From an optimization exercise on the open Yosys and OpenROAD flow, aimed at small area; shortcuts taken in it are not production practice. In this exercise RTL edits were held to simulation tests only and were not proved equivalent to the original. Power figures rest on the tool's default switching activity, not on a simulated workload.

==> flow/design.v <==
module timer_top (
	input wire sys_clk,
	input wire sys_rst_n,
	input wire tim_pwrite,
	input wire tim_psel,
	input wire tim_penable,
	input wire [11:0] tim_paddr,
	input wire [31:0] tim_pwdata,
	input wire [3:0] tim_pstrb,
	input wire dbg_mode,
	output reg [31:0] tim_prdata,
	output wire tim_pready,
	output wire tim_pslverr,
	output wire tim_int
);
wire addr_ok = ~(|tim_paddr[11:5]) & ~(|tim_paddr[1:0]);
wire [2:0] ra = tim_paddr[4:2];
wire wr = tim_psel & tim_penable & tim_pwrite & addr_ok;
assign tim_pready = 1'b1;
assign tim_pslverr = ~addr_ok;
wire we_tcr   = wr & (ra == 3'd0);
wire we_tdr0  = wr & (ra == 3'd1);
wire we_tdr1  = wr & (ra == 3'd2);
wire we_tcmp0 = wr & (ra == 3'd3);
wire we_tcmp1 = wr & (ra == 3'd4);
wire we_tier  = wr & (ra == 3'd5);
wire we_tisr  = wr & (ra == 3'd6);
wire we_thcsr = wr & (ra == 3'd7);
reg        timer_en, div_en, int_en, int_st, halt_req;
reg  [3:0] div_val;
reg  [7:0] pcnt;
reg [63:0] cnt;
reg [63:0] ncmp;             
wire [7:0] pmask;
genvar i;
generate
	for (i = 0; i < 8; i = i + 1) begin : g_mask
		assign pmask[i] = (div_val > i);
	end
endgenerate
wire dv0 = (div_val == 4'd0);
wire phit = (pcnt == pmask);
wire cnt_en = timer_en & (~div_en | dv0 | phit);
wire prun = timer_en & div_en & ~dv0 & ~phit;
wire [8:0] pc;
assign pc[0] = 1'b1;
generate
	for (i = 0; i < 8; i = i + 1) begin : g_pinc
		assign pc[i+1] = pc[i] & pcnt[i];
	end
endgenerate
wire [7:0] pcnt_nxt = {8{prun}} & (pcnt ^ pc[7:0]);
wire [64:0] cc;
assign cc[0] = cnt_en;
generate
	for (i = 0; i < 64; i = i + 1) begin : g_cinc
		assign cc[i+1] = cc[i] & cnt[i];
	end
endgenerate
wire [63:0] cinc = cnt ^ cc[63:0];
wire match = &(cnt ^ ncmp);
always @(posedge sys_clk or negedge sys_rst_n) begin
	if (!sys_rst_n) begin
		timer_en <= 1'b0;
		div_en   <= 1'b0;
		div_val  <= 4'd1;
		int_en   <= 1'b0;
		int_st   <= 1'b0;
		halt_req <= 1'b0;
		pcnt     <= 8'd0;
		cnt      <= 64'd0;
		ncmp     <= 64'd0;
	end else begin
		if (we_tcr) begin
			timer_en <= tim_pwdata[0];
			div_en   <= tim_pwdata[1];
			if (tim_pwdata[11:8] < 4'd9)
				div_val <= tim_pwdata[11:8];
		end
		if (we_tier)  int_en   <= tim_pwdata[0];
		if (we_thcsr) halt_req <= tim_pwdata[0];
		int_st <= int_st ? ~(we_tisr & tim_pwdata[0]) : match;
		pcnt <= pcnt_nxt;
		cnt[31:0]  <= we_tdr0 ? tim_pwdata : cinc[31:0];
		cnt[63:32] <= we_tdr1 ? tim_pwdata : cinc[63:32];
		if (we_tcmp0) ncmp[31:0]  <= ~tim_pwdata;
		if (we_tcmp1) ncmp[63:32] <= ~tim_pwdata;
	end
end
assign tim_int = int_st & int_en;
always @* begin
	case (ra)
		3'd0: tim_prdata = {20'd0, div_val, 6'd0, div_en, timer_en};
		3'd1: tim_prdata = cnt[31:0];
		3'd2: tim_prdata = cnt[63:32];
		3'd3: tim_prdata = ~ncmp[31:0];
		3'd4: tim_prdata = ~ncmp[63:32];
		3'd5: tim_prdata = {31'd0, int_en};
		3'd6: tim_prdata = {31'd0, int_st};
		default: tim_prdata = {30'd0, dbg_mode & halt_req, halt_req};
	endcase
end
endmodule
clock: 5.5 ns
lec_check: 0
cap_margin: 20
core_margin: 2
core_utilization: 40
slew_margin: 20
run.sh (not shown) runs the stock make flow with config.mk's settings and CLKGATE_MAP_FILE= SYNTH_SCRIPT=/design/flow/synth_recipe.tcl, a recipe that flattens the netlist after the stock synthesis.
The first run completed and failed the layout checks on negative setup slack.
Rerun with:
--- a/flow/design.v
+++ b/flow/design.v
@@ -48,15 +48,25 @@
 	for (i = 0; i < 8; i = i + 1) begin : g_pinc
 		assign pc[i+1] = pc[i] & pcnt[i];
 	end
 endgenerate
 wire [7:0] pcnt_nxt = {8{prun}} & (pcnt ^ pc[7:0]);
-wire [64:0] cc;
-assign cc[0] = cnt_en;
+wire [7:0] gall;             
+wire [8:0] gpre;             
+wire [63:0] cc;
+assign gpre[0] = 1'b1;
 generate
+	for (i = 0; i < 8; i = i + 1) begin : g_grp
+		assign gall[i] = &cnt[8*i+7:8*i];
+		assign gpre[i+1] = gpre[i] & gall[i];
+	end
 	for (i = 0; i < 64; i = i + 1) begin : g_cinc
-		assign cc[i+1] = cc[i] & cnt[i];
+		if (i % 8 == 0) begin : g_first
+			assign cc[i] = cnt_en & gpre[i/8];
+		end else begin : g_next
+			assign cc[i] = cc[i-1] & cnt[i-1];
+		end
 	end
 endgenerate
 wire [63:0] cinc = cnt ^ cc[63:0];
 wire match = &(cnt ^ ncmp);
 always @(posedge sys_clk or negedge sys_rst_n) begin
After rerunning: This time the run produced a clean layout. Die area rose by 2.5%. Setup slack improves by 6.9 ns. Global-route usage fell by 1.6 points. Fmax rose to 2.5 times its value. Non-clock buffer count fell by 45. Via count rose by 2.6%. Routed wire length fell by 0.40%. Sequential share of layout area rose by 3.8 points. Critical path depth fell by 61. Power fell by 7.6%. Utilization fell by 6.3 points. Design area fell by 10%. Worst hold slack is about the same. Cell count fell by 0.72%.

[static timing again, ports no longer ideal]
The results above use ideal ports. As a check the final layouts listed here were re-extracted and re-timed, cells and wires unchanged. Step 1 sets driving cells, clkbuf_16 on the clock port and buf_2 on the other inputs (assumed; they add their load-dependent delay and slew). Step 2, shift: input delay + t, output delay - t, t = (earliest + latest rising clock arrival at the registers) / 2. This alone moves slack from input paths to output paths. a / b / c = ideal ports / drivers / drivers and shift; a / b = the first two.
| run | t (ns) | slack for setup (ns) | hold WS [ns] |
|---|---|---|---|
| the first run | 0.471 | -6.024 / -6.024 / -6.024 | 0.526 / 0.526 / 0.526 |
| the second run | 0.468 | 0.917 / 0.884 / 0.884 | 0.527 / 0.527 / 0.527 |
For the second run, which loses most, drivers alone change the setup slack by -0.033 ns; drivers and shift together by -0.033 ns.
